What follows belongs to an exercise in optimizing a design on an open flow for small area, a short achievable clock period and few clock cycles per item; a production flow would make more cautious choices. Where RTL was checked, it was by simulation tests only, not by an equivalence proof against the original. Power is estimated from default activity; no workload was simulated.

==> delta: inputs <==
## COMP_Control
module COMP_Control(
    input clock,
    input rst,
    input start_trigger,
    input reset_act,
    input reset_data,
    input signed [15:0] K0,
    input signed [15:0] K1,
    input signed [15:0] K2,
    input signed [17:0] setPoint,
    input signed [17:0] data,
    output reg busy,
    output wire signed [15:0] COMP_output
    );
    reg [18:0] e0, e1;
    reg [47:0] S, C;
    reg [15:0] Kr;
    reg sB, sC;    
    wire load = start_trigger & ~busy & ~reset_act & ~rst;
    wire clr_all = rst | (reset_act & reset_data);
    wire [18:0] diff = {setPoint[17], setPoint} - {data[17], data};
    wire [15:0] Km = busy ? Kr : K2;
    wire acc_en = load | busy;
    wire d0_one = e1[0] ^ 1'b0;
    wire d0_two = (e1[1] & ~e1[0] & ~1'b0) | (~e1[1] & e1[0] & 1'b0);
    wire d0_neg = (e1[1] & ~(e1[0] & 1'b0)) ^ sB;
    wire d0_pp0 = ((d0_one & Km[0])) ^ d0_neg;
    wire d0_pp1 = ((d0_one & Km[1]) | (d0_two & Km[0])) ^ d0_neg;
    wire d0_pp2 = ((d0_one & Km[2]) | (d0_two & Km[1])) ^ d0_neg;
    wire d0_pp3 = ((d0_one & Km[3]) | (d0_two & Km[2])) ^ d0_neg;
    wire d0_pp4 = ((d0_one & Km[4]) | (d0_two & Km[3])) ^ d0_neg;
    wire d0_pp5 = ((d0_one & Km[5]) | (d0_two & Km[4])) ^ d0_neg;
    wire d0_pp6 = ((d0_one & Km[6]) | (d0_two & Km[5])) ^ d0_neg;
    wire d0_pp7 = ((d0_one & Km[7]) | (d0_two & Km[6])) ^ d0_neg;
    wire d0_pp8 = ((d0_one & Km[8]) | (d0_two & Km[7])) ^ d0_neg;
    wire d0_pp9 = ((d0_one & Km[9]) | (d0_two & Km[8])) ^ d0_neg;
    wire d0_pp10 = ((d0_one & Km[10]) | (d0_two & Km[9])) ^ d0_neg;
    wire d0_pp11 = ((d0_one & Km[11]) | (d0_two & Km[10])) ^ d0_neg;
    wire d0_pp12 = ((d0_one & Km[12]) | (d0_two & Km[11])) ^ d0_neg;
    wire d0_pp13 = ((d0_one & Km[13]) | (d0_two & Km[12])) ^ d0_neg;
    wire d0_pp14 = ((d0_one & Km[14]) | (d0_two & Km[13])) ^ d0_neg;
    wire d0_pp15 = ((d0_one & Km[15]) | (d0_two & Km[14])) ^ d0_neg;
    wire d0_pp16 = ((d0_two & Km[15])) ^ d0_neg;
    wire d1_one = e1[2] ^ e1[1];
    wire d1_two = (e1[3] & ~e1[2] & ~e1[1]) | (~e1[3] & e1[2] & e1[1]);
    wire d1_neg = (e1[3] & ~(e1[2] & e1[1])) ^ sB;
  ...
==> flow/config.mk <==
export PLATFORM = sky130hd
export DESIGN_NAME = COMP_Control
export DESIGN_NICKNAME = COMP_Control
export VERILOG_FILES = /design/flow/design.v
export SDC_FILE = /design/flow/constraint.sdc
export NUM_CORES = 4
export LEC_CHECK = 0
export CAP_MARGIN = 20
export CORE_MARGIN = 2
export CORE_UTILIZATION = 40
export CTS_BUF_LIST = sky130_fd_sc_hd__clkbuf_8
export SLEW_MARGIN = 20
export SYNTH_HIERARCHICAL = 1
export SYNTH_MINIMUM_KEEP_SIZE = 0
==> flow/constraint.sdc <==
create_clock -name core_clock -period 12.0 [get_ports {clock}]
set_input_delay 2.4000 -clock core_clock [delete_from_list [all_inputs] [get_ports {clock}]]
set_output_delay 2.4000 -clock core_clock [all_outputs]
set_load 0.01 [all_outputs]
standard.sh (not shown) runs the stock make flow with config.mk's settings and CLKGATE_MAP_FILE= SYNTH_SCRIPT=/design/flow/synth_recipe.tcl, a recipe that flattens the netlist after the stock synthesis.
==> flow/flow/run.sh <==
#!/bin/bash
# The standard layout (standard.sh: the standard flow's synthesis, floorplan, placement,
# CTS, routing) at the design's clock period and constraints, with two
# changes to how hard the resizer works:
#  - repair_timing aims for a setup slack of SETUP_MARGIN ns instead of 0,
#    so the critical paths get sized and buffered although the 12 ns clock
#    would already be met;
#  - the port buffers are buf_1 cells rather than the resizer's pick.
set -euo pipefail
cd "$(dirname "$0")/.."
SETUP_MARGIN=$(cat flow/setup_margin.txt)
bash standard.sh "SETUP_SLACK_MARGIN=$SETUP_MARGIN" \
  "BUFFER_PORTS_ARGS=-buffer_cell sky130_fd_sc_hd__buf_1" finish > standard_make.log 2>&1
==> flow/flow/setup_margin.txt <==
6.0
==> juniper: changes against delta <==
--- a/flow/design.v
+++ b/flow/design.v
@@ -16,14 +16,15 @@
     reg [47:0] S, C;
     reg [15:0] Kr;
     reg sB, sC;    
     wire load = start_trigger & ~busy & ~reset_act & ~rst;
     wire clr_all = rst | (reset_act & reset_data);
     wire [18:0] diff = {setPoint[17], setPoint} - {data[17], data};
-    wire [15:0] Km = busy ? Kr : K2;
-    wire acc_en = load | busy;
+    wire go = start_trigger & ~reset_act;
+    wire [15:0] Km;
+    KMUX umA (.busy(busy), .go(go), .kr(Kr), .k2(K2), .y(Km));
     wire d0_one = e1[0] ^ 1'b0;
     wire d0_two = (e1[1] & ~e1[0] & ~1'b0) | (~e1[1] & e1[0] & 1'b0);
     wire d0_neg = (e1[1] & ~(e1[0] & 1'b0)) ^ sB;
     wire d0_pp0 = ((d0_one & Km[0])) ^ d0_neg;
     wire d0_pp1 = ((d0_one & Km[1]) | (d0_two & Km[0])) ^ d0_neg;
     wire d0_pp2 = ((d0_one & Km[2]) | (d0_two & Km[1])) ^ d0_neg;
@@ -1071,16 +1072,14 @@
         if (clr_all) begin
             S <= 48'd0;
             C <= 48'd0;
             e0 <= 19'd0;
             e1 <= 19'd0;
         end else begin
-            if (acc_en) begin
-                S <= S_n;
-                C <= C_n;
-            end
+            S <= S_n;
+            C <= C_n;
             if (reset_act) begin
                 e0 <= 19'd0;
             end else if (load) begin
                 e0 <= diff;
                 e1 <= e0;
             end else if (busy) begin
@@ -1101,12 +1100,15 @@
 module XOR3(input a, input b, input c, output y);
     assign y = a ^ b ^ c;
 endmodule
 module MAJ3(input a, input b, input c, output y);
     assign y = (a & b) | (a & c) | (b & c);
 endmodule
+module KMUX(input busy, input go, input [15:0] kr, input [15:0] k2, output [15:0] y);
+    assign y = busy ? kr : (k2 & {16{go}});
+endmodule
 module AOI21(input a, input b, input c, output y);    
     assign y = ~(a | (b & c));
 endmodule
 module OAI21(input a, input b, input c, output y);    
     assign y = ~(a & (b | c));
 endmodule
==> flow/flow/run.sh (replaced) <==
#!/bin/bash
# The standard layout (standard.sh: the standard flow's synthesis, floorplan, placement,
# CTS, routing) at the design's clock period and constraints, with two
# changes to how hard the resizer works:
#  - repair_timing aims for a setup slack of SETUP_MARGIN ns instead of 0,
#    so the critical paths get sized and buffered although the 12 ns clock
#    would already be met;
#  - the port buffers are buf_2 cells rather than the resizer's pick.
set -euo pipefail
cd "$(dirname "$0")/.."
SETUP_MARGIN=$(cat flow/setup_margin.txt)
bash standard.sh "SETUP_SLACK_MARGIN=$SETUP_MARGIN" \
  "BUFFER_PORTS_ARGS=-buffer_cell sky130_fd_sc_hd__buf_2" finish > standard_make.log 2>&1
==> tundra: changes against delta <==
==> flow/flow/run.sh (replaced) <==
#!/bin/bash
# The standard layout (standard.sh: the standard flow's synthesis, floorplan, placement,
# CTS, routing) at the design's clock period and constraints, with two
# changes to how hard the resizer works:
#  - repair_timing aims for a setup slack of SETUP_MARGIN ns instead of 0,
#    so the critical paths get sized and buffered although the 12 ns clock
#    would already be met;
#  - the port buffers are buf_2 cells rather than the resizer's pick.
set -euo pipefail
cd "$(dirname "$0")/.."
SETUP_MARGIN=$(cat flow/setup_margin.txt)
bash standard.sh "SETUP_SLACK_MARGIN=$SETUP_MARGIN" \
  "BUFFER_PORTS_ARGS=-buffer_cell sky130_fd_sc_hd__buf_2" finish > standard_make.log 2>&1
==> run notes <==
	delta	juniper	tundra
Result of the run	complete, no violations	complete, no violations	complete, no violations
Well-Tap Cells	525	511	525
GRT Resource Usage Total	21.97%	20.23%	21.81%
Number of antenna violations at the first check in global routing	1	0	1
Growth of design area from synthesis to finish	7.233%	10.83%	7.747%
Synth Area in Adders	30.26%	31.47%	30.26%
Setup slack of the most critical reg-to-reg path	7.03 ns	6.98 ns	7.13 ns
Terminating pin of the worst hold path	e1[7]	e1[14]	e1[12]
Die area	41800 um^2	40210 um^2	41800 um^2
Width of the die	204.4 um	200.5 um	204.4 um
Die Y-Extent	204.4 um	200.5 um	204.4 um
FF-to-FF Start	e1[1]	e1[1]	e1[5]
Minimum period implied by the final worst setup slack	5.633 ns	5.886 ns	5.646 ns
Post-Route WL	43.78 mm	39.75 mm	43.45 mm
Nets	2207	2048	2205
Clock-pin slew of the registers on the worst-case setup and hold paths	0.11 ns	0.09 ns	0.10 ns
Critical Path End	C[16]	C[19]	C[15]
Detailed-routing wirelength on met1	19.72 mm	18.37 mm	19.54 mm
Non-clock buffer share of cell area	3.187%	4.765%	3.729%
Hold path startpoint	e0[7]	e0[14]	e0[12]
First-pass GRT wire length	71.95 mm	64.40 mm	71.38 mm
Fill cell total of the finished layout	3919	3657	3912
Switching power total	845.8 uW	962.9 uW	825.1 uW
Tightest Pin Transition	1.101 ns	1.026 ns	1.095 ns
Testbench counts of delta, summed over its fixed seeds: cycles 72,000, items 24,000.
Testbench counts of tundra, summed over its fixed seeds: cycles 72,000, items 24,000.
The RTL of juniper was laid out without a check of its function.

==> run a <==
COMP_Control, a different RTL version from the one above (not shown whole).
==> flow/config.mk <==
export PLATFORM = sky130hd
export DESIGN_NAME = COMP_Control
export DESIGN_NICKNAME = COMP_Control
export VERILOG_FILES = /design/flow/design.v
export SDC_FILE = /design/flow/constraint.sdc
export NUM_CORES = 4
export LEC_CHECK = 0
export CAP_MARGIN = 20
export CORE_MARGIN = 2
export CORE_UTILIZATION = 40
export SLEW_MARGIN = 20
export SYNTH_HIERARCHICAL = 1
export SYNTH_MINIMUM_KEEP_SIZE = 0
==> flow/constraint.sdc <==
create_clock -name core_clock -period 12.0 [get_ports {clock}]
set_input_delay 2.4000 -clock core_clock [delete_from_list [all_inputs] [get_ports {clock}]]
set_output_delay 2.4000 -clock core_clock [all_outputs]
set_load 0.01 [all_outputs]
==> flow/flow/run.sh <==
#!/bin/bash
# The standard layout (standard.sh: the standard flow's synthesis, floorplan, placement,
# CTS, routing) at the design's clock period and constraints, with two
# changes to how hard the resizer works:
#  - repair_timing aims for a setup slack of SETUP_MARGIN ns instead of 0,
#    so the critical paths get sized and buffered although the 12 ns clock
#    would already be met;
#  - the port buffers are buf_2 cells rather than the resizer's pick.
set -euo pipefail
cd "$(dirname "$0")/.."
SETUP_MARGIN=$(cat flow/setup_margin.txt)
bash standard.sh "SETUP_SLACK_MARGIN=$SETUP_MARGIN" \
  "BUFFER_PORTS_ARGS=-buffer_cell sky130_fd_sc_hd__buf_2" finish > standard_make.log 2>&1
==> flow/flow/setup_margin.txt <==
6.6
==> inputs of run b, as changes to run a <==
==> flow/flow/setup_margin.txt (replaced) <==
5.4
==> inputs of run c, as changes to run a <==
==> flow/flow/setup_margin.txt (replaced) <==
6.2
==> summary of the runs <==
Worst setup slack is the same in run b and run c.
Run a ran to the end with no violations. Run c completed with no timing, DRC or antenna violations. Run b completed without violations.
In area after synthesis, run b and run c do not differ.
Against run a, the critical path depth of run b is lower by 1.
Final cell count is the same in run c and run b.
In routed wire length, run b and run c do not differ.
Synthesized cell count is the same in run a and run c.
In flip-flop and latch count, run b and run a do not differ.
Sequential share of layout area is the same in run c and run b.
Against run c, the non-clock buffer count of run a is higher by 32.
==> figures <==
Result of the run: run a finished clean; run b finished clean; run c finished clean
Critical path's most frequent cell: run a sky130_fd_sc_hd__fa_2; run b sky130_fd_sc_hd__fa_1; run c sky130_fd_sc_hd__fa_1
Met3 capacity usage during global routing: run a 0.0407; run b 0.0408; run c 0.0408
Combinational logic power: run a 1.02 mW; run b 0.964 mW; run c 0.964 mW
DP HPWL: run a 34700 um; run b 34600 um; run c 34600 um
Largest driver fanout on the critical path: run a 7; run b 19; run c 19
Sequential Power Share: run a 0.288; run b 0.294; run c 0.294
Final instance area: run a 18600 um2; run b 18000 um2; run c 18000 um2
Detailed route wirelength on metal2: run a 21800 um; run b 21400 um; run c 21400 um
Placement-stage worst setup slack: run a 5980 ps; run b 5910 ps; run c 5910 ps
Switching power as a share of total power: run a 0.398; run b 0.405; run c 0.405
P_clk: run a 0.540 mW; run b 0.545 mW; run c 0.545 mW
Multi-input gate share of the layout cell area: run a 0.707; run b 0.713; run c 0.713
Clk_buf instances: run a 20; run b 17; run c 17
Setup repair after global routing missed its margin: run a true; run b false; run c false
Average detailed-routed wire length per instance: run a 18.8 um; run b 18.6 um; run c 18.6 um
Critical path endpoint: run a C[22]$_SDFFE_PP0N_; run b C[20]$_SDFFE_PP0N_; run c C[20]$_SDFFE_PP0N_
Start point of the critical path: run a K2[14]; run b K2[10]; run c K2[10]
Fraction of the cycle the final worst path needs: run a 0.459; run b 0.470; run c 0.470
Amount of wire on met3 after detailed routing: run a 2990 um; run b 2830 um; run c 2830 um
Function was not checked in any run of this note: the RTL went through the layout flow alone.

==> indigo <==
COMP_Control, a different RTL version from the one above (not shown whole).
clock: 12.0 ns
lec_check: 0
cap_margin: 20
core_margin: 2
core_utilization: 40
cts_buf_list: sky130_fd_sc_hd__clkbuf_8
slew_margin: 20
synth_hierarchical: 1
synth_minimum_keep_size: 0
==> flow/flow/setup_margin.txt <==
6.0
Scripts as last shown in full above: flow/flow/run.sh
==> violet (differences from indigo) <==
--- a/flow/design.v
+++ b/flow/design.v
@@ -17,15 +17,16 @@
     reg [15:0] Kr;
     reg sB, sC;    
     wire load = start_trigger & ~busy & ~reset_act & ~rst;
     wire clr_all = rst | (reset_act & reset_data);
     wire [18:0] diff = {setPoint[17], setPoint} - {data[17], data};
     wire [15:0] Km;
-    KMUX umA (.busy(busy), .start(start_trigger), .ract(reset_act), .kr(Kr), .k2(K2), .y(Km));
+    KMUX umA (.busy(busy), .kr(Kr), .k2(K2), .y(Km));
+    wire acc_en = load | busy;
     wire [15:0] KmB;    
-    KMUX umB (.busy(busy), .start(start_trigger), .ract(reset_act), .kr(Kr), .k2(K2), .y(KmB));
+    KMUX umB (.busy(busy), .kr(Kr), .k2(K2), .y(KmB));
     wire d0_one = e1[0] ^ 1'b0;
     wire d0_two = (e1[1] & ~e1[0] & ~1'b0) | (~e1[1] & e1[0] & 1'b0);
     wire d0_neg = (e1[1] & ~(e1[0] & 1'b0)) ^ sB;
     wire d0_pp0 = ((d0_one & Km[0])) ^ d0_neg;
     wire d0_pp1 = ((d0_one & Km[1]) | (d0_two & Km[0])) ^ d0_neg;
     wire d0_pp2 = ((d0_one & Km[2]) | (d0_two & Km[1])) ^ d0_neg;
@@ -461,21 +462,21 @@
     FA uf118 (.a(f50_c), .b(f53_s), .c(f51_c), .s(f118_s), .co(f118_c));
     wire f119_s, f119_c;
     FA uf119 (.a(f54_s), .b(f52_c), .c(f55_s), .s(f119_s), .co(f119_c));
     wire f120_s, f120_c;
     FA uf120 (.a(f53_c), .b(f56_s), .c(f54_c), .s(f120_s), .co(f120_c));
     wire f121_s, f121_c;
-    FA uf121 (.a(f57_s), .b(f55_c), .c(f58_s), .s(f121_s), .co(f121_c));
+    FAX uf121 (.a(f57_s), .b(f55_c), .c(f58_s), .s(f121_s), .co(f121_c));
     wire f122_s, f122_c;
     FA uf122 (.a(f56_c), .b(f59_s), .c(f57_c), .s(f122_s), .co(f122_c));
     wire f123_s, f123_c;
-    FA uf123 (.a(f60_s), .b(f58_c), .c(f61_s), .s(f123_s), .co(f123_c));
+    FAX uf123 (.a(f60_s), .b(f58_c), .c(f61_s), .s(f123_s), .co(f123_c));
     wire f124_s, f124_c;
     FA uf124 (.a(f59_c), .b(f62_s), .c(f60_c), .s(f124_s), .co(f124_c));
     wire f125_s, f125_c;
-    FA uf125 (.a(f61_c), .b(f63_s), .c(f64_s), .s(f125_s), .co(f125_c));
+    FAX uf125 (.a(f61_c), .b(f63_s), .c(f64_s), .s(f125_s), .co(f125_c));
     wire f126_s, f126_c;
     FA uf126 (.a(f62_c), .b(f65_s), .c(f66_s), .s(f126_s), .co(f126_c));
     wire f127_s, f127_c;
     FA uf127 (.a(f63_c), .b(f64_c), .c(f67_s), .s(f127_s), .co(f127_c));
     wire f128_s, f128_c;
     FA uf128 (.a(f65_c), .b(f68_s), .c(f69_s), .s(f128_s), .co(f128_c));
@@ -557,31 +558,31 @@
     FA uf166 (.a(f108_c), .b(f109_c), .c(f110_s), .s(f166_s), .co(f166_c));
     wire f167_s, f167_c;
     FA uf167 (.a(f110_c), .b(f111_c), .c(f112_s), .s(f167_s), .co(f167_c));
     wire f168_s, f168_c;
     FA uf168 (.a(f112_c), .b(f113_c), .c(f114_s), .s(f168_s), .co(f168_c));
     wire f169_s, f169_c;
-    FA uf169 (.a(f114_c), .b(f116_s), .c(f115_c), .s(f169_s), .co(f169_c));
+    FAX uf169 (.a(f114_c), .b(f116_s), .c(f115_c), .s(f169_s), .co(f169_c));
     wire f170_s, f170_c;
-    FA uf170 (.a(f116_c), .b(f118_s), .c(f117_c), .s(f170_s), .co(f170_c));
+    FAX uf170 (.a(f116_c), .b(f118_s), .c(f117_c), .s(f170_s), .co(f170_c));
     wire f171_s, f171_c;
-    FA uf171 (.a(f118_c), .b(f120_s), .c(f119_c), .s(f171_s), .co(f171_c));
+    FAX uf171 (.a(f118_c), .b(f120_s), .c(f119_c), .s(f171_s), .co(f171_c));
     wire f172_s, f172_c;
-    FA uf172 (.a(f120_c), .b(f122_s), .c(f121_c), .s(f172_s), .co(f172_c));
+    FAX uf172 (.a(f120_c), .b(f122_s), .c(f121_c), .s(f172_s), .co(f172_c));
     wire f173_s, f173_c;
-    FA uf173 (.a(f122_c), .b(f124_s), .c(f123_c), .s(f173_s), .co(f173_c));
+    FAX uf173 (.a(f122_c), .b(f124_s), .c(f123_c), .s(f173_s), .co(f173_c));
     wire f174_s, f174_c;
-    FA uf174 (.a(f124_c), .b(f126_s), .c(f125_c), .s(f174_s), .co(f174_c));
+    FAX uf174 (.a(f124_c), .b(f126_s), .c(f125_c), .s(f174_s), .co(f174_c));
     wire f175_s, f175_c;
-    FA uf175 (.a(f128_s), .b(f126_c), .c(f127_c), .s(f175_s), .co(f175_c));
+    FAX uf175 (.a(f128_s), .b(f126_c), .c(f127_c), .s(f175_s), .co(f175_c));
     wire f176_s, f176_c;
-    FA uf176 (.a(f130_s), .b(f128_c), .c(f129_c), .s(f176_s), .co(f176_c));
+    FAX uf176 (.a(f130_s), .b(f128_c), .c(f129_c), .s(f176_s), .co(f176_c));
     wire f177_s, f177_c;
-    FA uf177 (.a(f130_c), .b(f132_s), .c(f131_c), .s(f177_s), .co(f177_c));
+    FAX uf177 (.a(f130_c), .b(f132_s), .c(f131_c), .s(f177_s), .co(f177_c));
     wire f178_s, f178_c;
-    FA uf178 (.a(f132_c), .b(f134_s), .c(f133_c), .s(f178_s), .co(f178_c));
+    FAX uf178 (.a(f132_c), .b(f134_s), .c(f133_c), .s(f178_s), .co(f178_c));
     wire f179_s, f179_c;
     FA uf179 (.a(f134_c), .b(f136_s), .c(f137_s), .s(f179_s), .co(f179_c));
     wire f180_s, f180_c;
     FA uf180 (.a(f138_s), .b(f136_c), .c(f139_s), .s(f180_s), .co(f180_c));
     wire f181_s, f181_c;
     FA uf181 (.a(f140_s), .b(f138_c), .c(f139_c), .s(f181_s), .co(f181_c));
@@ -653,33 +654,33 @@
     FA uf214 (.a(f111_s), .b(f165_c), .c(f166_s), .s(f214_s), .co(f214_c));
     wire f215_s, f215_c;
     FA uf215 (.a(f113_s), .b(f166_c), .c(f167_s), .s(f215_s), .co(f215_c));
     wire f216_s, f216_c;
     FA uf216 (.a(f167_c), .b(f115_s), .c(f168_s), .s(f216_s), .co(f216_c));
     wire f217_s, f217_c;
-    FA uf217 (.a(f168_c), .b(f117_s), .c(f169_s), .s(f217_s), .co(f217_c));
+    FAX uf217 (.a(f168_c), .b(f117_s), .c(f169_s), .s(f217_s), .co(f217_c));
     wire f218_s, f218_c;
-    FA uf218 (.a(f119_s), .b(f169_c), .c(f170_s), .s(f218_s), .co(f218_c));
+    FAX uf218 (.a(f119_s), .b(f170_s), .c(f169_c), .s(f218_s), .co(f218_c));
     wire f219_s, f219_c;
-    FA uf219 (.a(f121_s), .b(f170_c), .c(f171_s), .s(f219_s), .co(f219_c));
+    FAX uf219 (.a(f121_s), .b(f171_s), .c(f170_c), .s(f219_s), .co(f219_c));
     wire f220_s, f220_c;
-    FA uf220 (.a(f123_s), .b(f171_c), .c(f172_s), .s(f220_s), .co(f220_c));
+    FAX uf220 (.a(f123_s), .b(f172_s), .c(f171_c), .s(f220_s), .co(f220_c));
     wire f221_s, f221_c;
-    FA uf221 (.a(f125_s), .b(f172_c), .c(f173_s), .s(f221_s), .co(f221_c));
+    FAX uf221 (.a(f125_s), .b(f173_s), .c(f172_c), .s(f221_s), .co(f221_c));
     wire f222_s, f222_c;
-    FA uf222 (.a(f127_s), .b(f173_c), .c(f174_s), .s(f222_s), .co(f222_c));
+    FAX uf222 (.a(f127_s), .b(f174_s), .c(f173_c), .s(f222_s), .co(f222_c));
     wire f223_s, f223_c;
-    FA uf223 (.a(f129_s), .b(f174_c), .c(f175_s), .s(f223_s), .co(f223_c));
+    FAX uf223 (.a(f129_s), .b(f175_s), .c(f174_c), .s(f223_s), .co(f223_c));
     wire f224_s, f224_c;
-    FA uf224 (.a(f131_s), .b(f175_c), .c(f176_s), .s(f224_s), .co(f224_c));
+    FAX uf224 (.a(f131_s), .b(f176_s), .c(f175_c), .s(f224_s), .co(f224_c));
     wire f225_s, f225_c;
-    FA uf225 (.a(f133_s), .b(f176_c), .c(f177_s), .s(f225_s), .co(f225_c));
+    FAX uf225 (.a(f133_s), .b(f177_s), .c(f176_c), .s(f225_s), .co(f225_c));
     wire f226_s, f226_c;
-    FA uf226 (.a(f135_s), .b(f177_c), .c(f178_s), .s(f226_s), .co(f226_c));
+    FAX uf226 (.a(f135_s), .b(f178_s), .c(f177_c), .s(f226_s), .co(f226_c));
     wire f227_s, f227_c;
-    FA uf227 (.a(f135_c), .b(f178_c), .c(f179_s), .s(f227_s), .co(f227_c));
+    FAX uf227 (.a(f135_c), .b(f178_c), .c(f179_s), .s(f227_s), .co(f227_c));
     wire f228_s, f228_c;
     FA uf228 (.a(f137_c), .b(f180_s), .c(f179_c), .s(f228_s), .co(f228_c));
     wire f229_s, f229_c;
     FA uf229 (.a(f141_s), .b(f180_c), .c(f181_s), .s(f229_s), .co(f229_c));
     wire f230_s, f230_c;
     FA uf230 (.a(f143_s), .b(f181_c), .c(f182_s), .s(f230_s), .co(f230_c));
@@ -990,36 +991,36 @@
     assign S_n[12] = f213_c;
     assign C_n[12] = f214_s;
     assign S_n[13] = f214_c;
     assign C_n[13] = f215_s;
     assign S_n[14] = f215_c;
     assign C_n[14] = f216_s;
-    assign S_n[15] = f216_c;
-    assign C_n[15] = f217_s;
+    assign S_n[15] = f217_s;
+    assign C_n[15] = f216_c;
     assign S_n[16] = f217_c;
     assign C_n[16] = f218_s;
-    assign S_n[17] = f218_c;
-    assign C_n[17] = f219_s;
-    assign S_n[18] = f219_c;
-    assign C_n[18] = f220_s;
-    assign S_n[19] = f220_c;
-    assign C_n[19] = f221_s;
-    assign S_n[20] = f221_c;
-    assign C_n[20] = f222_s;
-    assign S_n[21] = f222_c;
-    assign C_n[21] = f223_s;
-    assign S_n[22] = f223_c;
-    assign C_n[22] = f224_s;
-    assign S_n[23] = f224_c;
-    assign C_n[23] = f225_s;
-    assign S_n[24] = f225_c;
-    assign C_n[24] = f226_s;
+    assign S_n[17] = f219_s;
+    assign C_n[17] = f218_c;
+    assign S_n[18] = f220_s;
+    assign C_n[18] = f219_c;
+    assign S_n[19] = f221_s;
+    assign C_n[19] = f220_c;
+    assign S_n[20] = f222_s;
+    assign C_n[20] = f221_c;
+    assign S_n[21] = f223_s;
+    assign C_n[21] = f222_c;
+    assign S_n[22] = f224_s;
+    assign C_n[22] = f223_c;
+    assign S_n[23] = f225_s;
+    assign C_n[23] = f224_c;
+    assign S_n[24] = f226_s;
+    assign C_n[24] = f225_c;
     assign S_n[25] = f226_c;
     assign C_n[25] = f227_s;
-    assign S_n[26] = f228_s;
-    assign C_n[26] = f227_c;
+    assign S_n[26] = f227_c;
+    assign C_n[26] = f228_s;
     assign S_n[27] = f229_s;
     assign C_n[27] = f228_c;
     assign S_n[28] = f229_c;
     assign C_n[28] = f230_s;
     assign S_n[29] = f230_c;
     assign C_n[29] = f231_s;
@@ -1073,14 +1074,16 @@
         if (clr_all) begin
             S <= 48'd0;
             C <= 48'd0;
             e0 <= 19'd0;
             e1 <= 19'd0;
         end else begin
-            S <= S_n;
-            C <= C_n;
+            if (acc_en) begin
+                S <= S_n;
+                C <= C_n;
+            end
             if (reset_act) begin
                 e0 <= 19'd0;
             end else if (load) begin
                 e0 <= diff;
                 e1 <= e0;
             end else if (busy) begin
@@ -1101,15 +1104,14 @@
 module XOR3(input a, input b, input c, output y);
     assign y = a ^ b ^ c;
 endmodule
 module MAJ3(input a, input b, input c, output y);
     assign y = (a & b) | (a & c) | (b & c);
 endmodule
-module KMUX(input busy, input start, input ract, input [15:0] kr, input [15:0] k2, output [15:0] y);
-    wire go = start & ~ract;
-    assign y = busy ? kr : (k2 & {16{go}});
+module KMUX(input busy, input [15:0] kr, input [15:0] k2, output [15:0] y);
+    assign y = busy ? kr : k2;
 endmodule
 module AOI21(input a, input b, input c, output y);    
     assign y = ~(a | (b & c));
 endmodule
 module OAI21(input a, input b, input c, output y);    
     assign y = ~(a & (b | c));
==> notes <==
- Between violet and indigo, the lower cell area is in indigo (gap 3.6%, measured against indigo).
- Against indigo, the final cell count of violet is higher by 7.0%.
- Of violet and indigo, violet has the higher first-iteration DRC count (gap about 50%, measured against indigo).
- Against indigo, the register-to-register slack of violet is better by 0.12 ns.
- Between violet and indigo, the lower non-clock buffer count is in violet (gap 8).
==> figures <==
item	indigo	violet
Result of the run	no timing/DRC/antenna violations	no timing/DRC/antenna violations
Final core utilization	44.7%	43.8%
Met2 routed wirelength	19.4 mm	20.6 mm
Post-CTS sizing	20	0
Final-layout clock buffer total	17	19
Width of the die	202 µm	208 µm
End of the worst register-to-register path	C[22]	S[21]
Largest net degree at the start of global routing	96	98
Clock tree cell share of total cell area	2.31%	2.43%
Worst hold slack	0.449 ns	0.454 ns
DRC marker count from the first detailed-route iteration	761	1148
No functional check of the RTL was part of any run of this note.

==> what the ideal ports hide <==
How much do the figures lean on ideal ports? The routed layouts below were timed once more, with nothing changed but the port constraints. Step 1 assumes that a clkbuf_16 drives the clock port and a buf_2 every other input. Step 2, shift: input delay + t, output delay - t, t = (earliest + latest rising clock arrival at the registers) / 2. This alone moves slack from input paths to output paths. Slacks: ideal / step 1 / step 2; pairs: ideal / step 1.
| run | t, ns | setup slack, ns | worst register clock-pin slew, ns | worst slew at a driven data input, ns | pins driven straight from the clock port |
|---|---|---|---|---|---|
| delta | 0.556 | 6.367 / 6.396 / 5.840 | 0.11 / 0.11 | 0.09 | 1 |
| juniper | 0.519 | 6.114 / 6.134 / 5.615 | 0.09 / 0.09 | 0.06 | 1 |
| tundra | 0.556 | 6.354 / 6.384 / 5.828 | 0.10 / 0.10 | 0.08 | 1 |
| run a | 0.502 | 6.498 / 6.521 / 6.019 | 0.07 / 0.07 | 0.06 | 1 |
| run b | 0.503 | 6.364 / 6.384 / 5.881 | 0.07 / 0.07 | 0.06 | 1 |
| run c | 0.503 | 6.364 / 6.384 / 5.881 | 0.07 / 0.07 | 0.06 | 1 |
| indigo | 0.547 | 6.089 / 6.091 / 5.544 | 0.10 / 0.10 | 0.05 | 1 |
| violet | 0.568 | 6.458 / 6.408 / 6.231 | 0.09 / 0.09 | 0.05 | 1 |
After both steps setup and hold are still met in every run listed. The setup slack of indigo, which loses most, moves by +0.002 ns with the drivers and by -0.545 ns with both steps.
